Background: an optimization exercise with open tools, aiming at small area, a short achievable clock period and few clock cycles per item. Do not read the settings as production practice. No run shown here included a check of the RTL's function; only the layout flow was run.

--- flow/flow/run.sh ---
#!/bin/bash
bash standard.sh SETUP_SLACK_MARGIN=10.9 finish > standard.log 2>&1
--- flow/standard.sh ---
#!/bin/bash
# synth_recipe.tcl (not shown) runs the flow's synth.tcl, then flattens the netlist and writes it again
# the make line also repeats each setting of config.mk as NAME=value (left out here)
make -C /OpenROAD-flow-scripts/flow DESIGN_CONFIG=/design/flow/config.mk WORK_HOME=/design/flow/orfs CLKGATE_MAP_FILE= SYNTH_SCRIPT=/design/flow/synth_recipe.tcl "${@:-finish}"
--- flow/config.mk ---
export PLATFORM = sky130hd
export DESIGN_NAME = square_root32
export DESIGN_NICKNAME = square_root32
export VERILOG_FILES = /design/flow/design.v
export SDC_FILE = /design/flow/constraint.sdc
export NUM_CORES = 4
export LEC_CHECK = 0
export ABC_AREA = 1
export CAP_MARGIN = 20
export CORE_MARGIN = 2
export CORE_UTILIZATION = 40
export CTS_BUF_LIST = sky130_fd_sc_hd__clkbuf_8
export SLEW_MARGIN = 20
--- flow/constraint.sdc ---
create_clock -name core_clock -period 15.0 [get_ports {iCLOCK}]
set_input_delay 3.0000 -clock core_clock [delete_from_list [all_inputs] [get_ports {iCLOCK}]]
set_output_delay 3.0000 -clock core_clock [all_outputs]
set_load 0.01 [all_outputs]
--- flow/design.v ---
`default_nettype none
module square_root32(
		input wire iCLOCK,
		input wire inRESET,
		input wire iDATA_REQ,
		output wire oDATA_BUSY,
		input wire [31:0] iDATA,
		output wire oDATA_VALID,
		input wire iDATA_BUSY,
		output wire [15:0] oDATA
	);
	reg b_skid_valid;
	reg [15:0] b_skid_data;
	reg b_out_valid;
	reg [15:0] b_out_data;
	wire adv = !b_skid_valid;
	reg b_v1;
	reg b_v2;
	reg b_v3;
	reg b_v4;
	reg b_v5;
	reg b_v6;
	wire [31:0] x0;
	wire [0:0] q1;
	wire [1:0] r1;
	wire [29:0] x1;
	reg [1:0] q2;
	reg [2:0] r2;
	reg [27:0] x2;
	wire [2:0] q3;
	wire [3:0] r3;
	wire [25:0] x3;
	wire [3:0] q4;
	wire [4:0] r4;
	wire [23:0] x4;
	reg [4:0] q5;
	reg [5:0] r5;
	reg [21:0] x5;
	wire [5:0] q6;
	wire [6:0] r6;
	wire [19:0] x6;
	wire [6:0] q7;
	wire [7:0] r7;
	wire [17:0] x7;
	reg [7:0] q8;
	reg [8:0] r8;
	reg [15:0] x8;
	wire [8:0] q9;
	wire [9:0] r9;
	wire [13:0] x9;
	reg [9:0] q10;
	reg [10:0] r10;
	reg [11:0] x10;
	wire [10:0] q11;
	wire [11:0] r11;
	wire [9:0] x11;
	reg [11:0] q12;
	reg [12:0] r12;
	reg [7:0] x12;
	wire [12:0] q13;
	wire [13:0] r13;
	wire [5:0] x13;
	reg [13:0] q14;
	reg [14:0] r14;
	reg [3:0] x14;
	wire [14:0] q15;
	wire [15:0] r15;
	wire [1:0] x15;
	wire [15:0] q16;
	assign x0 = iDATA;
	wire ge0 = (x0[31:30] != 2'b00);
	assign q1 = {ge0};
	assign r1 = (ge0 ? (x0[31:30] - 2'd1) : x0[31:30]);
	assign x1 = x0[29:0];
	wire [3:0] t1 = {r1, x1[29:28]};
	wire [4:0] d1 = {1'b0, t1} - {2'b00, q1, 2'b01};
	wire ge1 = !d1[4];
	always @(posedge iCLOCK) begin
		if (adv) begin
			q2 <= {q1, ge1};
			r2 <= (ge1 ? d1[2:0] : t1[2:0]);
			x2 <= x1[27:0];
		end
	end
	wire [4:0] t2 = {r2, x2[27:26]};
	wire [5:0] d2 = {1'b0, t2} - {2'b00, q2, 2'b01};
	wire ge2 = !d2[5];
	assign q3 = {q2, ge2};
	assign r3 = (ge2 ? d2[3:0] : t2[3:0]);
	assign x3 = x2[25:0];
	wire [5:0] t3 = {r3, x3[25:24]};
	wire [6:0] d3 = {1'b0, t3} - {2'b00, q3, 2'b01};
	wire ge3 = !d3[6];
	assign q4 = {q3, ge3};
	assign r4 = (ge3 ? d3[4:0] : t3[4:0]);
	assign x4 = x3[23:0];
	wire [6:0] t4 = {r4, x4[23:22]};
	wire [7:0] d4 = {1'b0, t4} - {2'b00, q4, 2'b01};
	wire ge4 = !d4[7];
	always @(posedge iCLOCK) begin
		if (adv) begin
			q5 <= {q4, ge4};
			r5 <= (ge4 ? d4[5:0] : t4[5:0]);
			x5 <= x4[21:0];
		end
	end
	wire [7:0] t5 = {r5, x5[21:20]};
	wire [8:0] d5 = {1'b0, t5} - {2'b00, q5, 2'b01};
	wire ge5 = !d5[8];
	assign q6 = {q5, ge5};
	assign r6 = (ge5 ? d5[6:0] : t5[6:0]);
	assign x6 = x5[19:0];
	wire [8:0] t6 = {r6, x6[19:18]};
	wire [9:0] d6 = {1'b0, t6} - {2'b00, q6, 2'b01};
	wire ge6 = !d6[9];
	assign q7 = {q6, ge6};
	assign r7 = (ge6 ? d6[7:0] : t6[7:0]);
	assign x7 = x6[17:0];
	wire [9:0] t7 = {r7, x7[17:16]};
	wire [10:0] d7 = {1'b0, t7} - {2'b00, q7, 2'b01};
	wire ge7 = !d7[10];
	always @(posedge iCLOCK) begin
		if (adv) begin
			q8 <= {q7, ge7};
			r8 <= (ge7 ? d7[8:0] : t7[8:0]);
			x8 <= x7[15:0];
		end
	end
	wire [10:0] t8 = {r8, x8[15:14]};
	wire [11:0] d8 = {1'b0, t8} - {2'b00, q8, 2'b01};
	wire ge8 = !d8[11];
	assign q9 = {q8, ge8};
	assign r9 = (ge8 ? d8[9:0] : t8[9:0]);
	assign x9 = x8[13:0];
	wire [11:0] t9 = {r9, x9[13:12]};
	wire [12:0] d9 = {1'b0, t9} - {2'b00, q9, 2'b01};
	wire ge9 = !d9[12];
	always @(posedge iCLOCK) begin
		if (adv) begin
			q10 <= {q9, ge9};
			r10 <= (ge9 ? d9[10:0] : t9[10:0]);
			x10 <= x9[11:0];
		end
	end
	wire [12:0] t10 = {r10, x10[11:10]};
	wire [13:0] d10 = {1'b0, t10} - {2'b00, q10, 2'b01};
	wire ge10 = !d10[13];
	assign q11 = {q10, ge10};
	assign r11 = (ge10 ? d10[11:0] : t10[11:0]);
	assign x11 = x10[9:0];
	wire [13:0] t11 = {r11, x11[9:8]};
	wire [14:0] d11 = {1'b0, t11} - {2'b00, q11, 2'b01};
	wire ge11 = !d11[14];
	always @(posedge iCLOCK) begin
		if (adv) begin
			q12 <= {q11, ge11};
			r12 <= (ge11 ? d11[12:0] : t11[12:0]);
			x12 <= x11[7:0];
		end
	end
	wire [14:0] t12 = {r12, x12[7:6]};
	wire [15:0] d12 = {1'b0, t12} - {2'b00, q12, 2'b01};
	wire ge12 = !d12[15];
	assign q13 = {q12, ge12};
	assign r13 = (ge12 ? d12[13:0] : t12[13:0]);
	assign x13 = x12[5:0];
	wire [15:0] t13 = {r13, x13[5:4]};
	wire [16:0] d13 = {1'b0, t13} - {2'b00, q13, 2'b01};
	wire ge13 = !d13[16];
	always @(posedge iCLOCK) begin
		if (adv) begin
			q14 <= {q13, ge13};
			r14 <= (ge13 ? d13[14:0] : t13[14:0]);
			x14 <= x13[3:0];
		end
	end
	wire [16:0] t14 = {r14, x14[3:2]};
	wire [17:0] d14 = {1'b0, t14} - {2'b00, q14, 2'b01};
	wire ge14 = !d14[17];
	assign q15 = {q14, ge14};
	assign r15 = (ge14 ? d14[15:0] : t14[15:0]);
	assign x15 = x14[1:0];
	wire [17:0] t15 = {r15, x15[1:0]};
	wire [18:0] d15 = {1'b0, t15} - {2'b00, q15, 2'b01};
	wire ge15 = !d15[18];
	wire [15:0] res = {q15, ge15};
	always @(posedge iCLOCK or negedge inRESET) begin
		if (!inRESET) b_v1 <= 1'b0;
		else if (adv) b_v1 <= iDATA_REQ;
	end
	always @(posedge iCLOCK or negedge inRESET) begin
		if (!inRESET) b_v2 <= 1'b0;
		else if (adv) b_v2 <= b_v1;
	end
	always @(posedge iCLOCK or negedge inRESET) begin
		if (!inRESET) b_v3 <= 1'b0;
		else if (adv) b_v3 <= b_v2;
	end
	always @(posedge iCLOCK or negedge inRESET) begin
		if (!inRESET) b_v4 <= 1'b0;
		else if (adv) b_v4 <= b_v3;
	end
	always @(posedge iCLOCK or negedge inRESET) begin
		if (!inRESET) b_v5 <= 1'b0;
		else if (adv) b_v5 <= b_v4;
	end
	always @(posedge iCLOCK or negedge inRESET) begin
		if (!inRESET) b_v6 <= 1'b0;
		else if (adv) b_v6 <= b_v5;
	end
	wire out_free = !b_out_valid || !iDATA_BUSY;
	always @(posedge iCLOCK or negedge inRESET) begin
		if (!inRESET) begin
			b_out_valid <= 1'b0;
			b_skid_valid <= 1'b0;
		end else if (out_free) begin
			b_out_valid <= b_skid_valid || b_v6;
			b_skid_valid <= 1'b0;
		end else if (!b_skid_valid) begin
			b_skid_valid <= b_v6;
		end
	end
	always @(posedge iCLOCK) begin
		if (out_free) b_out_data <= b_skid_valid ? b_skid_data : res;
		if (!b_skid_valid) b_skid_data <= res;
	end
	assign oDATA_BUSY = b_skid_valid;
	assign oDATA_VALID = b_out_valid;
	assign oDATA = b_out_data;
endmodule
`default_nettype wire
==> results of run 1 <==
[through the flow]
step / worst slack, ns / std cells / instance area [sq um] / util
after floorplan: 10.93 / 1600 / 14600 / -
after global placement: 10.40 / 2101 / 15600 / 0.437
after detailed placement: 10.18 / 2101 / 15600 / 0.437
after CTS: 10.81 / 2220 / 17000 / 0.474
after global routing: 10.56 / 2237 / 17300 / 0.484
final: 10.74 / 2237 / 17300 / 0.484
[worst max-delay path: cells and delay by family (launching register included)]
kind                       cells  cell delay, ns
buffers and inverters          8            1.15
adders and majority gates      3            0.73
AOI/OAI and AO/OA              4            0.86
and+or+nand+nor                9            0.84
DFF                            1            0.41
[metal layers]
layer / up-vias / global-route usage / share of wire
met5: - / 0 / 0
met4: 0 / 0.0475 / 0.019
met3: 50 / 0.0347 / 0.047
met2: 221 / 0.284 / 0.47
met1: 5149 / 0.219 / 0.46
li1: 5769 / - / -
[area by class of cell]
cell class | instances | area [sq um]
fill | 3374 | 18400
timing repair inverter | 3 | 18.8
inverter | 214 | 840
clock buffer | 44 | 606
clock inverter | 36 | 221
timing repair buffer | 108 | 881
tap | 461 | 577
multi-input combinational | 1133 | 7210
sequential | 238 | 6950
[cells in the final DEF, fill, tap and decap left out, types with 11 or more instances in the layout]
master	count
nand2_1	367
edfxtp_1	214
inv_1	202
ha_1	117
o21ai_0	111
nand3_1	89
nor2_1	86
a21oi_1	81
xor2_1	50
buf_4	50
clkbuf_8	44
clkdlybuf4s50_1	35
xnor2_1	25
nand2_2	18
buf_2	18
dfxtp_1	16
nand4_1	14
nand3_2	14
clkinv_1	14
inv_2	13
a21oi_2	13
o21ai_1	12
ha_4	12
o21ai_2	11
[repair_timing]
item / CTS / global route
pin swaps: 31 / 28
cloned: 3 / 0
endpoints found under the setup margin: 62 / 68
buffers inserted: 36 / 17
resized for setup: 149 / 46
[cells by family after synthesis]
logic type | Yosys count
simple gates | 640
compound gates | 282
flops | 238
buf+inv | 229
fa+ha+maj | 133
xor+xnor | 78
[flip-flops by register name, indices dropped and copies added (netlist names), 12 cells and up]
name / flops
b_out_data: 16
b_skid_data: 16
q12: 12
q14: 14
r12: 13
r14: 15
x10: 12
x2: 28
x5: 22
x8: 16
[path summary, 6_finish.rpt]
| check | to | cells past startpoint |
|---|---|---|
| max reg2reg | r8[4] | 24 |
| min reg2reg | x10[2] | 0 |
| max in group asynchronous | b_v4 | 1 |
| min | x10[2] | 0 |
| min in group asynchronous | b_v6 | 1 |
| max | r8[4] | 24 |
==> notes.md, run 1 <==
status = finished clean
Site Rows = 69
Post-DP HPWL = 23400 microns
Post-synth ARST share = 0.0336
xor and xnor fraction of the mapped netlist area = 0.0479
largest family of logic cells by synthesized area = simple AND/OR/NAND/NOR gates
CTS tree = done
worst hold start = x8[2]
WP data required = 15.35 ns
Top cell by count, worst path = nand2_1
Core ar. = 35700 sq um
DRC Markers = 0
DR vias/cell = 5.00
worst r2r src = q5[2]
maximum clock rate = 0.235 GHz
Slew @ Worst Pin = 1.01 ns
CTS H-tree depth = 2
Post-Synthesis Cells = 1600
DIE AREA = 38000 sq um
io pins = 54
Hold WC Path Type = reg2reg
CP Class = reg2reg
Max Cap Viol = 0
Layout Nets = 1910
clock root cell = clkbuf_8
Worst path max stage delay = 0.41 ns
final WL = 32200 microns
synth top area cells = edfxtp_1 (44%), ha_1 (11%), nand2_1 (9.6%), inv_1 (5.3%), o21ai_0 (4.3%)
compound-cell area share of the yosys netlist = 0.107
Fin. Hold Viols = 0
diodes inserted = 0
Critical-path top delay cell = edfxtp_1
TritonCTS buffer count = 43
clk sinks = 238
CTS Hold Bufs = 0
Area growth, synth to finish = 18.7%
Initial Utilization = 0.408
syn_nets = 1769
drt pass-1 iters = 5
layout cells sized above 1 = 0.153
period utilization = 0.284
die width = 195 microns
largest net degree at the start of global routing = 145
Routed Antenna Nets = 0
vias in the first global route = 10800
simple-gate share of the synthesized area = 0.193
post-synthesis register bit count = 238
Most used DFF post-synth = edfxtp_1
Die H = 195 microns
Critical Path AT = 4.61 ns
# setup viols final = 0
worst hold slack = 0.395 ns
Period minus WS final = 4.26 ns
most frequent cell after synthesis = nand2_1
GRT overflow = 0
drt wl/cell = 14.4 microns
clk buf depth = 3
Vias = 11200
multiplexer share of the synthesized area = 0
Adder-Cell Fraction of Synth Area = 0.114
Reg2Reg Setup Slack = 10.74 ns
Rel. slew slack = 0.326
post-route setup TNS = 0 ns
initial drt markers = 606
fin. max-slew vios = 0
cell taking the most area after synthesis = edfxtp_1
post-synth cell types = 53
Ys Warns = 1
syn avg cell area = 9.11 sq um
Setup crit end kind = flip-flop
worst-skew pair later-pin latency = 0.60 ns
synth cell count leaders = nand2_1 (373), edfxtp_1 (214), inv_1 (205)
Clock Pin Slew Worst Setup and Hold Paths = 0.07 ns
Final Skew = 0.0361 ns
crit start category = flip-flop
crit path max fanout = 6
CP startpoint = q5[2]
Total Routing Usage GR = 0.169
sequential area share after synthesis = 0.477
Synth top area share = 0.441
RSZ-0062 raised after global routing = yes
first-pass GRT wire length = 52100 microns
initial antenna violation count = 0
Final Wtd Congestion = 0.840
number of synthesized flops with an enable pin = 214
area of the mapped netlist = 14600 sq um
input/output buffers = 53
cells along the critical path = inv_2 -> ha_4 -> buf_4 -> a21oi_1 -> nand4_1 -> nand2_1 -> nand2_1 -> o21ai_1 -> inv_1 -> ha_1 -> inv_1 -> nor2_2 -> nand2_4 -> nand2_8 -> clkinvlp_4 -> buf_4 -> o21ai_4 -> ha_4 -> nand2_1 -> o311ai_4 -> clkinvlp_2 -> buf_6 -> nand3_2 -> nand2_1
==> run 2: changes to the inputs <==
--- a/flow/design.v
+++ b/flow/design.v
@@ -176,13 +176,11 @@
 	end
 	wire [16:0] t14 = {r14, x14[3:2]};
-	wire [17:0] d14 = {1'b0, t14} - {2'b00, q14, 2'b01};
-	wire ge14 = !d14[17];
-	assign q15 = {q14, ge14};
-	assign r15 = (ge14 ? d14[15:0] : t14[15:0]);
-	assign x15 = x14[1:0];
-	wire [17:0] t15 = {r15, x15[1:0]};
-	wire [18:0] d15 = {1'b0, t15} - {2'b00, q15, 2'b01};
-	wire ge15 = !d15[18];
-	wire [15:0] res = {q15, ge15};
+	wire [18:0] t15s = {t14, x14[1:0]};
+	wire ge14 = t14 >= {q14, 2'b01};
+	wire ge15_0 = t15s >= {q14, 3'b001};
+	wire [19:0] k15_1 = {q14, 4'b0000} + {q14, 3'b000} + 20'd9;
+	wire ge15_1 = {1'b0, t15s} >= k15_1;
+	wire ge15 = ge14 ? ge15_1 : ge15_0;
+	wire [15:0] res = {q14, ge14, ge15};
 	always @(posedge iCLOCK or negedge inRESET) begin
 		if (!inRESET) b_v1 <= 1'b0;
==> run 2 against run 1 <==
Against the previous run: design area rose by 3.5%; flip-flop and latch count did not move; die area rose by 2.9%; non-clock buffer count rose by 8; clock-buffer cell count rose by 2; routed wire length rose by 4.3%; first-iteration DRC count rose by 8.9%; via count rose by 2.8%; cell count rose by 1.1%; sequential share of layout area fell by 1.3 points; critical path type is now reg2out; critical endpoint is now oDATA_BUSY.
==> notes.md, run 2 <==
clk sinks = 238 (unchanged)
most common cell after layout, fill and taps aside = nand2_1
syn avg cell area = 9.30 sq um (+2.1%)
Vias = 11500 (+2.8%)
final WL = 33600 microns (+4.3%)
Rel. slew slack = 0.333 (+0.00667)
Critical-path top delay cell = dfrtp_2
Hold WC Path Type = reg2reg
Synth top area share = 0.428 (-0.0126)
diodes inserted = 0 (unchanged)
Non-Filler Instances = 2261 (+1.1%)
Routed Antenna Nets = 0 (unchanged)
Clock Pin Slew Worst Setup and Hold Paths = 0.06 ns (about the same)
Met1 Wirelength = 15200 microns (+2.0%)
die width = 198 microns (+1.4%)
DIE AREA = 39100 sq um (+2.9%)
number of fillers in the final layout = 3427 (+1.6%)
synth top area cells = edfxtp_1 (43%), ha_1 (14%), nand2_1 (8.9%), inv_1 (4.9%), o21ai_0 (3.8%)
Final Wtd Congestion = 0.831 (-1.0%)
drt wl/cell = 14.9 microns (+3.2%)
max reg flops = 28 (unchanged)
RSZ-0062 raised after global routing = yes
layout cells sized above 1 = 0.161 (+0.00803)
TritonCTS buffer count = 44 (+2.3%)
commonest non-fill, non-tap cells in the layout = nand2_1 (342), edfxtp_1 (214), inv_1 (192)
Placed Area = 16100 sq um (+2.8%)
Core ar. = 36800 sq um (+2.9%)
syn_nets = 1814 (+2.5%)
CP Buf/Inv Count = 2 (-6)
number of synthesized flops with an enable pin = 214 (unchanged)
Initial Utilization = 0.408 (about the same)
largest net degree at the start of global routing = 127 (-12%)
Top Layer Used = met4
Fin. Hold Viols = 0 (unchanged)
maximum clock rate = 0.235 GHz (+0.17%)
worst hold slack = 0.381 ns (-0.0143 ns)
CP Class = reg2out
Final Instance Area = 17900 sq um (+3.5%)
pre-CTS setup slack = 10.37 ns (+0.192 ns)
worst-skew pair later-pin latency = 0.60 ns (about the same)
Slew @ Worst Pin = 1.00 ns (-0.0100 ns)
Max Cap Viol = 0 (unchanged)
most frequent cell after synthesis = nand2_1
vias in the first global route = 11100 (+2.5%)
Top Family by Delay on Critical Path = flip-flops
CTS tree = done
initial drt markers = 660 (+8.9%)
worst setup margin = 10.75 ns (+0.00710 ns)
WP data required = 12.00 ns (-3.35 ns)
Ys Warns = 1 (unchanged)
Layout Nets = 1965 (+2.9%)
Site Rows = 70 (+1.4%)
status = finished clean
DR WL met3 = 1830 microns (+20%)
met2 WL = 15200 microns (+0.85%)
Most used DFF post-synth = edfxtp_1
GRT overflow = 0 (unchanged)
Post-synth ARST share = 0.0336 (unchanged)
clock root cell = clkbuf_8
Post-DP HPWL = 24100 microns (+3.0%)
DRC Markers = 0 (unchanged)
area of the mapped netlist = 15000 sq um (+2.9%)
first-pass GRT wire length = 53300 microns (+2.2%)
initial antenna violation count = 0 (unchanged)
biggest regs = x2 (28), x5 (22)
fin. max-slew vios = 0 (unchanged)
Period minus WS final = 4.25 ns (-0.00710 ns)
post-synth cell types = 56 (+5.7%)
# setup viols final = 0 (unchanged)
crit path max fanout = 2 (-4)
post-synthesis register bit count = 238 (unchanged)
Area growth, synth to finish = 19.3%
cells along the critical path = buf_12 -> buf_6
io pins = 54 (unchanged)
Setup crit end kind = output pin
sequential area share after synthesis = 0.463 (-0.0136)
largest register by flop count = x2
utilization after layout = 0.487 (+0.00266)
Critical Path AT = 1.25 ns (-3.36 ns)
cell taking the most area after synthesis = edfxtp_1
CTS H-tree depth = 2 (unchanged)
Total Routing Usage GR = 0.170 (+0.00179)
crit start category = flip-flop
period utilization = 0.283 (-0.000473)
Final Skew = 0.0418 ns (+0.00576 ns)
post-route setup TNS = 0 ns (unchanged)
Die H = 198 microns (+1.4%)
drt pass-1 iters = 5 (unchanged)
Post-Synthesis Cells = 1614 (+0.88%)
input/output buffers = 53 (unchanged)
clk buf depth = 3 (unchanged)
synth cell count leaders = nand2_1 (357), edfxtp_1 (214), inv_1 (196)
cell count after placement = 2120 (+0.90%)
Worst path max stage delay = 0.42 ns (about the same)
DR vias/cell = 5.09 (+1.7%)
## run 2: cell types whose count changed after synthesis, moves of 3 or more
| cell | change |
|---|---|
| a31oi_1 | -5 |
| o21ai_1 | +7 |
| xnor2_1 | +4 |
| nand3_2 | +3 |
| ha_1 | +30 |
| nor2_1 | -3 |
| a21oi_1 | +14 |
| inv_1 | -9 |
| a21o_1 | +4 |
| nand3_1 | -6 |
| nand2_1 | -16 |
| o21ai_0 | -13 |
## run 2: per-layer routing
layer	vias to the layer above	GRT usage
li1	5873	-
met1	5270	0.220
met2	270	0.277
met3	86	0.0359
met4	0	0.0741
met5	-	0
## run 2: what timing repair did
item | 4_1_cts | 5_1_grt
hold buffers | 0 | 0
gates cloned | 6 | 2
resized for setup | 132 | 80
pin swaps | 14 | 42
buffers inserted | 25 | 34
setup endpoints to repair | 61 | 68
## run 2: worst paths after layout
check                             start      endpoint  slack [ns]  cells after the start
min in group asynchronous       inRESET          b_v1        2.69                      1
hold / removal                    x8[1]        x10[1]        0.38                      0
setup reg to reg                  r5[1]         r8[1]       10.82                     27
setup / recovery           b_skid_valid    oDATA_BUSY       10.75                      2
max in group asynchronous       inRESET  b_skid_valid       12.03                      1
hold reg to reg                   x8[1]        x10[1]        0.38                      0
## run 2: layout make-up
| class | instances | area [sq um] | share of cell area |
|---|---|---|---|
| Multi-Input combinational cell | 1158 | 7690 | 0.429 |
| Sequential cell | 238 | 6950 | 0.388 |
| Timing Repair Buffer | 116 | 1010 | 0.0567 |
| Inverter | 202 | 803 | 0.0449 |
| Clock buffer | 46 | 633 | 0.0354 |
| Tap cell | 468 | 586 | 0.0327 |
| Clock inverter | 28 | 193 | 0.0108 |
| Timing Repair inverter | 5 | 37.5 | 0.00210 |
## run 2: kinds of logic (layout without fill, tap and decap cells)
family	count (synthesis)	in the layout	share of synthesized area
AND/OR/NAND/NOR	619	620	0.184
AO/OA/AOI/OAI	290	290	0.108
flip-flops	238	238	0.463
buffers and inverters	219	397	0.0577
adder cells (fa/ha/maj)	164	164	0.137
XOR/XNOR	83	83	0.0495
multiplexers	1	1	0.000667
==> run 3: changes to the inputs <==
--- a/flow/design.v
+++ b/flow/design.v
@@ -108,13 +108,14 @@
 	wire [8:0] d5 = {1'b0, t5} - {2'b00, q5, 2'b01};
 	wire ge5 = !d5[8];
-	assign q6 = {q5, ge5};
-	assign r6 = (ge5 ? d5[6:0] : t5[6:0]);
-	assign x6 = x5[19:0];
-	wire [8:0] t6 = {r6, x6[19:18]};
-	wire [9:0] d6 = {1'b0, t6} - {2'b00, q6, 2'b01};
-	wire ge6 = !d6[9];
-	assign q7 = {q6, ge6};
-	assign r7 = (ge6 ? d6[7:0] : t6[7:0]);
-	assign x7 = x6[17:0];
+	wire [9:0] u5 = {t5, x5[19:18]};
+	wire [10:0] e5 = {1'b0, u5} - {2'b00, q5, 3'b001};
+	wire [9:0] k5 = {q5, 4'b0000} + {q5, 3'b000} + 9;
+	wire [10:0] f5 = {1'b0, u5} - {1'b0, k5};
+	wire g0_5 = !e5[10];
+	wire g1_5 = !f5[10];
+	wire ge6 = ge5 ? g1_5 : g0_5;
+	assign q7 = {q5, ge5, ge6};
+	assign r7 = (ge5 ? (g1_5 ? f5[7:0] : {d5[5:0], x5[19:18]}) : (g0_5 ? e5[7:0] : u5[7:0]));
+	assign x7 = x5[17:0];
 	wire [9:0] t7 = {r7, x7[17:16]};
 	wire [10:0] d7 = {1'b0, t7} - {2'b00, q7, 2'b01};
@@ -176,11 +177,13 @@
 	end
 	wire [16:0] t14 = {r14, x14[3:2]};
-	wire [18:0] t15s = {t14, x14[1:0]};
-	wire ge14 = t14 >= {q14, 2'b01};
-	wire ge15_0 = t15s >= {q14, 3'b001};
-	wire [19:0] k15_1 = {q14, 4'b0000} + {q14, 3'b000} + 20'd9;
-	wire ge15_1 = {1'b0, t15s} >= k15_1;
-	wire ge15 = ge14 ? ge15_1 : ge15_0;
-	wire [15:0] res = {q14, ge14, ge15};
+	wire [17:0] d14 = {1'b0, t14} - {2'b00, q14, 2'b01};
+	wire ge14 = !d14[17];
+	assign q15 = {q14, ge14};
+	assign r15 = (ge14 ? d14[15:0] : t14[15:0]);
+	assign x15 = x14[1:0];
+	wire [17:0] t15 = {r15, x15[1:0]};
+	wire [18:0] d15 = {1'b0, t15} - {2'b00, q15, 2'b01};
+	wire ge15 = !d15[18];
+	wire [15:0] res = {q15, ge15};
 	always @(posedge iCLOCK or negedge inRESET) begin
 		if (!inRESET) b_v1 <= 1'b0;
==> run 3 against run 2 <==
Against the previous run: still clean; worst hold slack improved by 0.0056 ns; clock-buffer cell count is 3 higher; utilization shrank 1.3 points; die area increased by 2.8%; sequential share of layout area hardly changed; first-iteration DRC count is 5.3% lower; critical path depth fell by 1; synthesized cell count is 10% higher; global-route usage is 0.80 points higher; largest cell class unchanged; highest routed layer unchanged.
==> notes.md, run 3 <==
Hold WC Path Type = reg2reg
Ys Warns = 1 (unchanged)
number of synthesized flops with an enable pin = 214 (unchanged)
Vias = 12200 (+6.2%)
crit start category = flip-flop
die width = 200 microns (+1.4%)
Max Cap Viol = 0 (unchanged)
Area growth, synth to finish = 16.1%
synth top area cells = edfxtp_1 (42%), ha_1 (12%), nand2_1 (11%), inv_1 (5.9%), nand3_1 (4.4%)
Placed Area = 16500 sq um (+2.7%)
sequential area share after synthesis = 0.450 (-0.0130)
clk sinks = 238 (unchanged)
Routed Antenna Nets = 0 (unchanged)
WP data required = 12.00 ns (about the same)
CTS tree = done
Final Wtd Congestion = 0.901 (+8.4%)
diodes inserted = 0 (unchanged)
Critical Path AT = 1.22 ns (-0.03 ns)
max reg flops = 28 (unchanged)
number of fillers in the final layout = 3704 (+8.1%)
Critical-path top delay cell = dfrtp_4
clock root cell = clkbuf_8
Final Instance Area = 17900 sq um (+0.12%)
fin. max-slew vios = 0 (unchanged)
critical path depth = 1 (-1)
largest register by flop count = x2
Post-Synthesis Cells = 1783 (+10%)
input/output buffers = 53 (unchanged)
Post-synth ARST share = 0.0336 (unchanged)
DR vias/cell = 4.99 (-1.9%)
DIE AREA = 40200 sq um (+2.8%)
syn avg cell area = 8.66 sq um (-6.9%)
CP Buf/Inv Count = 1 (-1)
period utilization = 0.281 (-0.00217)
area of the mapped netlist = 15400 sq um (+2.9%)
worst hold stages = 0 (unchanged)
compound-cell area share of the yosys netlist = 0.0964 (-0.0114)
drt wl/cell = 14.7 microns (-0.99%)
cells along the critical path = buf_6
largest family of logic cells by synthesized area = simple AND/OR/NAND/NOR gates
clk buf depth = 3 (unchanged)
post-synth cell types = 48 (-14%)
status = finished clean
Core ar. = 37800 sq um (+2.9%)
TritonCTS buffer count = 44 (unchanged)
most common cell after layout, fill and taps aside = nand2_1
DRC Markers = 0 (unchanged)
Top Family by Delay on Critical Path = flip-flops
R2R cell count = 23 (-15%)
initial drt markers = 625 (-5.3%)
Slew @ Worst Pin = 1.04 ns (+0.0367 ns)
Die H = 200 microns (+1.4%)
Period minus WS final = 4.22 ns (-0.0325 ns)
biggest regs = x2 (28), x5 (22)
post-synthesis register bit count = 238 (unchanged)
final WL = 36000 microns (+7.2%)
largest net degree at the start of global routing = 190 (+50%)
Post-DP HPWL = 26100 microns (+8.4%)
most frequent cell after synthesis = nand2_1
CTS H-tree depth = 2 (unchanged)
worst-skew pair later-pin latency = 0.63 ns (+0.03 ns)
synth cell count leaders = nand2_1 (468), inv_1 (243), edfxtp_1 (214)
syn_nets = 1974 (+8.8%)
cell taking the most area after synthesis = edfxtp_1
Rel. slew slack = 0.308 (-0.0245)
Fin. Hold Viols = 0 (unchanged)
Total Routing Usage GR = 0.178 (+0.00801)
Most used DFF post-synth = edfxtp_1
CP Class = reg2out
Setup crit end kind = output pin
post-route setup TNS = 0 ns (unchanged)
RSZ-0062 raised after global routing = yes
simple-gate share of the synthesized area = 0.215 (+0.0312)
Synth top area share = 0.416 (-0.0120)
# setup viols final = 0 (unchanged)
multiplexer share of the synthesized area = 0 (-0.000667)
vias in the first global route = 11800 (+6.7%)
initial antenna violation count = 0 (unchanged)
Adder-Cell Fraction of Synth Area = 0.128 (-0.00921)
GRT overflow = 0 (unchanged)
Clock Pin Slew Worst Setup and Hold Paths = 0.05 ns (about the same)
xor and xnor fraction of the mapped netlist area = 0.0408 (-0.00860)
drt pass-1 iters = 5 (unchanged)
io pins = 54 (unchanged)
Initial Utilization = 0.408 (about the same)
Final Skew = 0.0536 ns (+0.0118 ns)
Layout Nets = 2094 (+6.6%)
Worst path max stage delay = 0.48 ns (+0.06 ns)
Site Rows = 71 (+1.4%)
crit path max fanout = 2 (unchanged)
layout cells sized above 1 = 0.113 (-0.0481)
maximum clock rate = 0.237 GHz (+0.77%)
commonest non-fill, non-tap cells in the layout = nand2_1 (461), inv_1 (246), edfxtp_1 (214)
first-pass GRT wire length = 58500 microns (+9.7%)
run 3: cell types whose count changed in the layout (fill, tap and decap cells not counted), sizes merged, moves of 4 or more:
cell / delta
xor2: -5
o21ai: -20
fa: +4
nor2: +5
or2: +4
o21bai: +6
nand3: +38
buf: -20
inv: +44
xnor2: -6
ha: -13
nand2: +103
run 3: routing by layer:
metal / track usage / part of all wire / vias up
li1: - / - / 6264
met1: 0.246 / 0.48 / 5587
met2: 0.278 / 0.44 / 289
met3: 0.0325 / 0.049 / 70
met4: 0.0722 / 0.030 / 0
met5: 0 / 0 / -
run 3: final timing paths:
| path | from | endpoint | slack (ns) |
|---|---|---|---|
| hold / removal | x5[2] | x8[2] | 0.39 |
| hold reg to reg | x5[2] | x8[2] | 0.39 |
| setup / recovery | b_skid_valid | oDATA_BUSY | 10.78 |
| max in group asynchronous | inRESET | b_skid_valid | 12.03 |
| min in group asynchronous | inRESET | b_v6 | 2.67 |
| setup reg to reg | q5[3] | r8[4] | 11.12 |
run 3: final cells by class:
type	count	area, sq um	area share
sequential	238	6950	0.388
tap	511	639	0.0357
clock inverter	30	193	0.0107
timing repair inverter	3	22.5	0.00126
timing repair buffer	94	771	0.0430
inverter	246	953	0.0532
clock buffer	49	674	0.0376
multi-input combinational	1276	7720	0.431
run 3: cell families (layout without fill, tap and decap cells):
kind of cell | Yosys count | count (layout)
AND/OR/NAND/NOR | 777 | 778
AO/OA/AOI/OAI | 271 | 271
buffers and inverters | 270 | 422
flip-flops | 238 | 238
adder cells (fa/ha/maj) | 155 | 155
XOR/XNOR | 72 | 72
run 3: metrics by stage:
step | utilization | hold slack [ns] | instances | setup slack (ns)
final | 0.474 | 0.386 | 2447 | 10.78
after global routing | 0.474 | 0.397 | 2447 | 10.74
after CTS | 0.462 | 0.387 | 2421 | 10.74
after detailed placement | 0.436 | 0.405 | 2325 | 10.49
after global placement | 0.436 | 0.402 | 2325 | 10.49
after floorplan | - | 0.400 | 1783 | 10.83
run 3: timing repair:
item                                    in CTS  in global routing
resized for setup                           97                 63
endpoints found under the setup margin      70                 79
pin swaps                                    4                 16
hold buffers                                 0                  0
cloned                                       1                  3
setup buffers                               16                 23
==> run 4: changes to the inputs <==
--- a/flow/design.v
+++ b/flow/design.v
@@ -25,5 +25,6 @@
 	wire [1:0] r1;
 	wire [29:0] x1;
-	reg [1:0] q2;
+	reg [1:0] qn2;
+	wire [1:0] q2 = ~qn2;
 	reg [2:0] r2;
 	reg [27:0] x2;
@@ -34,5 +35,6 @@
 	wire [4:0] r4;
 	wire [23:0] x4;
-	reg [4:0] q5;
+	reg [4:0] qn5;
+	wire [4:0] q5 = ~qn5;
 	reg [5:0] r5;
 	reg [21:0] x5;
@@ -43,5 +45,6 @@
 	wire [7:0] r7;
 	wire [17:0] x7;
-	reg [7:0] q8;
+	reg [7:0] qn8;
+	wire [7:0] q8 = ~qn8;
 	reg [8:0] r8;
 	reg [15:0] x8;
@@ -49,5 +52,6 @@
 	wire [9:0] r9;
 	wire [13:0] x9;
-	reg [9:0] q10;
+	reg [9:0] qn10;
+	wire [9:0] q10 = ~qn10;
 	reg [10:0] r10;
 	reg [11:0] x10;
@@ -55,5 +59,6 @@
 	wire [11:0] r11;
 	wire [9:0] x11;
-	reg [11:0] q12;
+	reg [11:0] qn12;
+	wire [11:0] q12 = ~qn12;
 	reg [12:0] r12;
 	reg [7:0] x12;
@@ -61,5 +66,6 @@
 	wire [13:0] r13;
 	wire [5:0] x13;
-	reg [13:0] q14;
+	reg [13:0] qn14;
+	wire [13:0] q14 = ~qn14;
 	reg [14:0] r14;
 	reg [3:0] x14;
@@ -78,5 +84,5 @@
 	always @(posedge iCLOCK) begin
 		if (adv) begin
-			q2 <= {q1, ge1};
+			qn2 <= ~{q1, ge1};
 			r2 <= (ge1 ? d1[2:0] : t1[2:0]);
 			x2 <= x1[27:0];
@@ -100,5 +106,5 @@
 	always @(posedge iCLOCK) begin
 		if (adv) begin
-			q5 <= {q4, ge4};
+			qn5 <= ~{q4, ge4};
 			r5 <= (ge4 ? d4[5:0] : t4[5:0]);
 			x5 <= x4[21:0];
@@ -108,14 +114,13 @@
 	wire [8:0] d5 = {1'b0, t5} - {2'b00, q5, 2'b01};
 	wire ge5 = !d5[8];
-	wire [9:0] u5 = {t5, x5[19:18]};
-	wire [10:0] e5 = {1'b0, u5} - {2'b00, q5, 3'b001};
-	wire [9:0] k5 = {q5, 4'b0000} + {q5, 3'b000} + 9;
-	wire [10:0] f5 = {1'b0, u5} - {1'b0, k5};
-	wire g0_5 = !e5[10];
-	wire g1_5 = !f5[10];
-	wire ge6 = ge5 ? g1_5 : g0_5;
-	assign q7 = {q5, ge5, ge6};
-	assign r7 = (ge5 ? (g1_5 ? f5[7:0] : {d5[5:0], x5[19:18]}) : (g0_5 ? e5[7:0] : u5[7:0]));
-	assign x7 = x5[17:0];
+	assign q6 = {q5, ge5};
+	assign r6 = (ge5 ? d5[6:0] : t5[6:0]);
+	assign x6 = x5[19:0];
+	wire [8:0] t6 = {r6, x6[19:18]};
+	wire [9:0] d6 = {1'b0, t6} - {2'b00, q6, 2'b01};
+	wire ge6 = !d6[9];
+	assign q7 = {q6, ge6};
+	assign r7 = (ge6 ? d6[7:0] : t6[7:0]);
+	assign x7 = x6[17:0];
 	wire [9:0] t7 = {r7, x7[17:16]};
 	wire [10:0] d7 = {1'b0, t7} - {2'b00, q7, 2'b01};
@@ -123,5 +128,5 @@
 	always @(posedge iCLOCK) begin
 		if (adv) begin
-			q8 <= {q7, ge7};
+			qn8 <= ~{q7, ge7};
 			r8 <= (ge7 ? d7[8:0] : t7[8:0]);
 			x8 <= x7[15:0];
@@ -139,5 +144,5 @@
 	always @(posedge iCLOCK) begin
 		if (adv) begin
-			q10 <= {q9, ge9};
+			qn10 <= ~{q9, ge9};
 			r10 <= (ge9 ? d9[10:0] : t9[10:0]);
 			x10 <= x9[11:0];
@@ -155,5 +160,5 @@
 	always @(posedge iCLOCK) begin
 		if (adv) begin
-			q12 <= {q11, ge11};
+			qn12 <= ~{q11, ge11};
 			r12 <= (ge11 ? d11[12:0] : t11[12:0]);
 			x12 <= x11[7:0];
@@ -171,5 +176,5 @@
 	always @(posedge iCLOCK) begin
 		if (adv) begin
-			q14 <= {q13, ge13};
+			qn14 <= ~{q13, ge13};
 			r14 <= (ge13 ? d13[14:0] : t13[14:0]);
 			x14 <= x13[3:0];
==> run 4 against run 3 <==
Against the previous run: critical endpoint unchanged; utilization rose by 1.6 points; still clean on timing, DRC and antenna; die area down 7.6%; critical path depth is 1 higher; worst setup slack worse by 0.00060 ns.
==> notes.md, run 4 <==
Final Instance Area = 17300 sq um (-3.5%)
post-synth cell types = 53 (+10%)
CTS tree = done
Vias = 10900 (-11%)
Most used DFF post-synth = edfxtp_1
post-synthesis register bit count = 238 (unchanged)
Site Rows = 69 (-2.8%)
Final Wtd Congestion = 0.882 (-2.2%)
drt pass-1 iters = 5 (unchanged)
RSZ-0062 raised after global routing = yes
utilization after layout = 0.490 (+0.0161)
Post-Synthesis Cells = 1506 (-16%)
diodes inserted = 0 (unchanged)
commonest non-fill, non-tap cells in the layout = nand2_1 (327), edfxtp_1 (214), inv_1 (147)
worst-skew pair later-pin latency = 0.58 ns (-0.05 ns)
synth cell count leaders = nand2_1 (345), edfxtp_1 (214), inv_1 (146)
clock root cell = clkbuf_8
most frequent cell after synthesis = nand2_1
CTS H-tree depth = 2 (unchanged)
initial drt markers = 582 (-6.9%)
Total Routing Usage GR = 0.174 (-0.00409)
maximum clock rate = 0.237 GHz (about the same)
Hold WC Path Type = reg2reg
pre-CTS setup slack = 10.18 ns (-0.306 ns)
Rel. slew slack = 0.454 (+0.146)
Die H = 193 microns (-3.9%)
# setup viols final = 0 (unchanged)
GRT overflow = 0 (unchanged)
WP data required = 12.00 ns (about the same)
die width = 193 microns (-3.9%)
status = finished clean
synth top area cells = edfxtp_1 (45%), ha_1 (12%), nand2_1 (9.1%), o21ai_0 (4.5%), inv_1 (3.8%)
Synth top area share = 0.451 (+0.0349)
area of the mapped netlist = 14200 sq um (-7.7%)
sequential area share after synthesis = 0.488 (+0.0378)
final WL = 31900 microns (-11%)
post-route setup TNS = 0 ns (unchanged)
CP Class = reg2out
Placed Area = 15300 sq um (-7.0%)
Slew @ Worst Pin = 0.819 ns (-0.219 ns)
largest net degree at the start of global routing = 116 (-39%)
Max Cap Viol = 0 (unchanged)
Critical Path AT = 1.22 ns (about the same)
TritonCTS buffer count = 44 (unchanged)
Area growth, synth to finish = 21.4%
clk buf depth = 3 (unchanged)
Layout Nets = 1843 (-12%)
input/output buffers = 53 (unchanged)
period utilization = 0.281 (about the same)
Initial Utilization = 0.403 (-0.00457)
first-pass GRT wire length = 51500 microns (-12%)
Final Skew = 0.0218 ns (-0.0318 ns)
DR vias/cell = 5.03 (+0.83%)
crit start category = flip-flop
initial antenna violation count = 0 (unchanged)
most common cell after layout, fill and taps aside = nand2_1
vias in the first global route = 10600 (-10%)
Post-synth ARST share = 0.0336 (unchanged)
Ys Warns = 1 (unchanged)
Routed Antenna Nets = 0 (unchanged)
Clock Pin Slew Worst Setup and Hold Paths = 0.06 ns (about the same)
Core ar. = 35300 sq um (-6.7%)
io pins = 54 (unchanged)
worst setup margin = 10.78 ns (-0.000600 ns)
largest register by flop count = x2
clk sinks = 238 (unchanged)
fin. max-slew vios = 0 (unchanged)
drt wl/cell = 14.8 microns (+0.30%)
cell taking the most area after synthesis = edfxtp_1
DRC Markers = 0 (unchanged)
Fin. Hold Viols = 0 (unchanged)
layout cells sized above 1 = 0.176 (+0.0630)
DIE AREA = 37100 sq um (-7.6%)
syn avg cell area = 9.46 sq um (+9.2%)
max reg flops = 28 (unchanged)
number of synthesized flops with an enable pin = 214 (unchanged)
Post-DP HPWL = 22200 microns (-15%)
Period minus WS final = 4.22 ns (+0.000600 ns)
biggest regs = x2 (28), x5 (22)
crit path max fanout = 2 (unchanged)
Setup crit end kind = output pin
syn_nets = 1676 (-15%)
[run 4: area by class of cell]
type                            count  area (sq um)
Fill cell                        3252         18000
Inverter                          154           619
Timing Repair Buffer              135          1180
Timing Repair inverter              4          28.8
Clock inverter                     30           205
Sequential cell                   238          6950
Tap cell                          461           577
Multi-Input combinational cell   1096          7110
Clock buffer                       46           633
[run 4: cell families (layout without fill, tap and decap cells)]
kind of cell	Yosys count	count (layout)	share of synthesized area
flops	238	238	0.488
compound gates	312	312	0.122
xor+xnor	83	83	0.0521
fa+ha+maj	134	134	0.118
simple gates	566	567	0.173
buf+inv	173	369	0.0477
[run 4: per-stage QoR]
step / cells / hold WS, ns
6_report: 2164 / 0.415
5_1_grt: 2164 / 0.417
4_1_cts: 2135 / 0.417
3_5_place_dp: 2004 / 0.405
3_3_place_gp: 2004 / 0.401
2_1_floorplan: 1506 / 0.400
[run 4: worst paths after layout]
path	startpoint	endpoint	slack (ns)	cells after the start
max	b_skid_valid	oDATA_BUSY	10.78	2
min	x5[14]	x8[14]	0.42	0
max reg2reg	r5[0]	r8[5]	10.80	30
min reg2reg	x5[14]	x8[14]	0.42	0
max in group asynchronous	inRESET	b_skid_valid	12.01	1
min in group asynchronous	inRESET	b_v4	2.71	1
[run 4: timing repair]
action | 4_1_cts | 5_1_grt
buffers inserted | 49 | 28
cloned | 6 | 1
pin swaps | 30 | 34
hold buffers | 0 | 0
gates resized for setup | 158 | 57
endpoints found under the hold margin | 0 | 0
setup endpoints to repair | 70 | 78
[run 4: layer usage]
metal | global-route usage | part of all wire | vias up
li1 | - | - | 5583
met2 | 0.284 | 0.47 | 230
met1 | 0.227 | 0.45 | 4996
met5 | 0 | 0 | -
met4 | 0.0678 | 0.033 | 0
met3 | 0.0364 | 0.052 | 79
[run 4: critical path, cell delays in order, from the launching register on]
cell	delay (ns)
dfrtp_2	0.42
buf_12	0.13
buf_6	0.11
==> run 5: changes to the inputs <==
--- a/flow/config.mk
+++ b/flow/config.mk
@@ -9,5 +9,7 @@
 export CAP_MARGIN = 20
 export CORE_MARGIN = 2
-export CORE_UTILIZATION = 40
-export CTS_BUF_LIST = sky130_fd_sc_hd__clkbuf_8
+export CORE_UTILIZATION = 55
+export CTS_BUF_LIST = sky130_fd_sc_hd__clkbuf_16
+export CTS_CLUSTER_DIAMETER = 80
+export CTS_CLUSTER_SIZE = 28
 export SLEW_MARGIN = 20
==> run 5 against run 4 <==
Against the previous run: flip-flop and latch count is the same; worst setup slack got worse by 0.20 ns; non-clock buffer count rose by 10; routed wire length about the same.
==> notes.md, run 5 <==
status = finished clean
final WL = 31900 microns (about the same)
clk sinks = 238 (unchanged)
Core ar. = 25300 sq um (-28%)
# setup viols final = 0 (unchanged)
input/output buffers = 53 (unchanged)
CTS H-tree depth = 1 (-1)
Area growth, synth to finish = 19.1%
layout cells sized above 1 = 0.175 (-0.000995)
Final Skew = 0.0303 ns (+0.00850 ns)
Placed Area = 15200 sq um (-1.1%)
synth cell count leaders = nand2_1 (345), edfxtp_1 (214), inv_1 (146)
WP data required = 15.28 ns (+3.28 ns)
biggest regs = x2 (28), x5 (22)
largest net degree at the start of global routing = 127 (+9.5%)
DIE AREA = 27200 sq um (-27%)
Site Rows = 58 (-16%)
Routed Antenna Nets = 0 (unchanged)
most frequent cell after synthesis = nand2_1
die width = 165 microns (-14%)
GRT overflow = 0 (unchanged)
largest register by flop count = x2
initial antenna violation count = 0 (unchanged)
Slew @ Worst Pin = 0.964 ns (+0.146 ns)
post-route setup TNS = 0 ns (unchanged)
Ys Warns = 1 (unchanged)
number of synthesized flops with an enable pin = 214 (unchanged)
Setup crit end kind = flip-flop
clk buf depth = 3 (unchanged)
Vias = 10900 (+0.53%)
initial drt markers = 681 (+17%)
max reg flops = 28 (unchanged)
Post-DP HPWL = 22000 microns (-1.2%)
Die H = 165 microns (-14%)
crit start category = flip-flop
Critical Path AT = 4.70 ns (+3.48 ns)
drt wl/cell = 16.0 microns (+8.3%)
Most used DFF post-synth = edfxtp_1
diodes inserted = 0 (unchanged)
cell taking the most area after synthesis = edfxtp_1
synth top area cells = edfxtp_1 (45%), ha_1 (12%), nand2_1 (9.1%), o21ai_0 (4.5%), inv_1 (3.8%)
Hold WC Path Type = reg2reg
Post-synth ARST share = 0.0336 (unchanged)
pre-CTS setup slack = 10.22 ns (+0.0392 ns)
period utilization = 0.295 (+0.0135)
DR vias/cell = 5.48 (+8.9%)
TritonCTS buffer count = 15 (-66%)
post-synth cell types = 53 (unchanged)
Synth top area share = 0.451 (unchanged)
sequential area share after synthesis = 0.488 (unchanged)
Layout Nets = 1828 (-0.81%)
drt pass-1 iters = 5 (unchanged)
clock root cell = clkbuf_16
DRC Markers = 0 (unchanged)
commonest non-fill, non-tap cells in the layout = nand2_1 (324), edfxtp_1 (214), inv_1 (133)
Fin. Hold Viols = 0 (unchanged)
vias in the first global route = 9969 (-6.2%)
Clock Pin Slew Worst Setup and Hold Paths = 0.10 ns (+0.04 ns)
Initial Utilization = 0.562 (+0.159)
area of the mapped netlist = 14200 sq um (unchanged)
Period minus WS final = 4.42 ns (+0.203 ns)
Max Cap Viol = 0 (unchanged)
io pins = 54 (unchanged)
maximum clock rate = 0.226 GHz (-4.6%)
worst hold slack = 0.411 ns (-0.00393 ns)
syn avg cell area = 9.46 sq um (unchanged)
CTS tree = done
Post-Synthesis Cells = 1506 (unchanged)
number of fillers in the final layout = 2017 (-38%)
worst-skew pair later-pin latency = 0.52 ns (-0.06 ns)
Total Routing Usage GR = 0.228 (+0.0536)
RSZ-0062 raised after global routing = yes
Final Wtd Congestion = 0.882 (about the same)
first-pass GRT wire length = 49300 microns (-4.2%)
Rel. slew slack = 0.357 (-0.0972)
fin. max-slew vios = 0 (unchanged)
post-synthesis register bit count = 238 (unchanged)
Final Instance Area = 17000 sq um (-1.9%)
syn_nets = 1676 (unchanged)
worst setup margin = 10.58 ns (-0.203 ns)
CP Class = reg2reg
crit path max fanout = 7 (+5)
most common cell after layout, fill and taps aside = nand2_1
==> run 5: cell count changes in the layout (fill, tap and decap cells not counted), moves of 6 or more <==
cell and change:
a21oi_2 -7, buf_4 +15, clkbuf_16 +15, clkbuf_8 -46, clkinv_1 -6, clkinv_2 -6
inv_1 -14, nand3_1 -8
==> run 5: cell type report <==
cell class	instances	area, sq um	share of cell area
multi-input cells	1097	7240	0.427
flip-flops and latches	238	6950	0.410
repair buffers	145	1170	0.0688
inverters	154	637	0.0376
well taps	330	413	0.0243
clock buffers	15	375	0.0221
clock inverters	11	135	0.00797
repair inverters	7	48.8	0.00288
==> run 5: logic make-up after synthesis <==
family                     share of synthesized area
xor gates and xnor gates                      0.0521
buffers and inverters                         0.0477
adders and majority gates                      0.118
AOI/OAI and AO/OA                              0.122
DFF                                            0.488
and+or+nand+nor                                0.173
==> run 5: path summary, 6_finish.rpt <==
path / startpoint / cells after the start / endpoint / slack, ns
min: x2[16] / 0 / x5[16] / 0.41
max in group asynchronous: inRESET / 1 / b_v1 / 11.98
max: qn5[0] / 26 / r8[3] / 10.58
max reg2reg: qn5[0] / 26 / r8[3] / 10.58
min reg2reg: x2[16] / 0 / x5[16] / 0.41
min in group asynchronous: inRESET / 1 / b_v3 / 2.75
==> run 5: what timing repair did <==
item,4_1_cts,5_1_grt
buffers inserted,54,35
endpoints found under the setup margin,68,61
pin swaps,37,43
gates resized for setup,151,88
cloned,4,5
hold buffers,0,0
==> run 5: through the flow <==
| step | util | instances |
|---|---|---|
| final | 0.670 | 1997 |
| after global routing | 0.670 | 1997 |
| after detailed placement | 0.599 | 1873 |
| after global placement | 0.599 | 1873 |
| after CTS | 0.644 | 1957 |
| after floorplan | - | 1506 |
==> run 5: routing by layer <==
layer	vias up	GRT usage	share of wire
met2	233	0.369	0.46
met5	-	0	0
met4	0	0.0597	0.030
met3	56	0.0213	0.037
met1	5073	0.331	0.48
li1	5584	-	-
==> run 5: critical path, stage by stage (launching register included) <==
cell and delay, ns:
edfxtp_1 0.47, ha_4 0.31, buf_6 0.12, buf_4 0.13, a31oi_4 0.13, xor2_1 0.24
o21ai_2 0.13, ha_4 0.19, a21oi_4 0.17, inv_2 0.05, a21oi_2 0.12, nand2_1 0.07
inv_1 0.08, nand2_2 0.08, inv_4 0.08, nand2_4 0.06, clkinvlp_4 0.19, buf_6 0.13
o21ai_2 0.07, ha_4 0.30, a21oi_4 0.07, nor2_4 0.13, nor2_4 0.05, o311ai_4 0.35
clkinvlp_4 0.28, nand3_2 0.14, nand2_1 0.06

## what the ideal ports hide
Ports are ideal in the flow. The routed layouts listed here were re-timed in OpenROAD. Step 1 assumes that a clkbuf_16 drives the clock port and a buf_2 every other input. Step 2, shift: input delay + t, output delay - t, t = (earliest + latest rising clock arrival at the registers) / 2. This alone moves slack from input paths to output paths. Slacks: ideal ports / drivers / drivers and shift; pairs: ideal ports / drivers.
run | t (ns) | setup WS [ns] | worst hold slack (ns)
run 1 | 0.633 | 10.745 / 10.745 / 10.576 | 0.395 / 0.395 / 0.395
run 2 | 0.629 | 10.752 / 10.703 / 10.570 | 0.381 / 0.381 / 0.381
run 3 | 0.651 | 10.784 / 10.733 / 10.526 | 0.386 / 0.386 / 0.386
run 4 | 0.621 | 10.784 / 10.735 / 10.561 | 0.415 / 0.415 / 0.415
run 5 | 0.550 | 10.581 / 10.581 / 10.553 | 0.411 / 0.411 / 0.411
After both steps setup and hold are still met in every run listed. For run 3, which loses most, drivers alone change the setup slack by -0.051 ns; drivers and shift together by -0.258 ns.
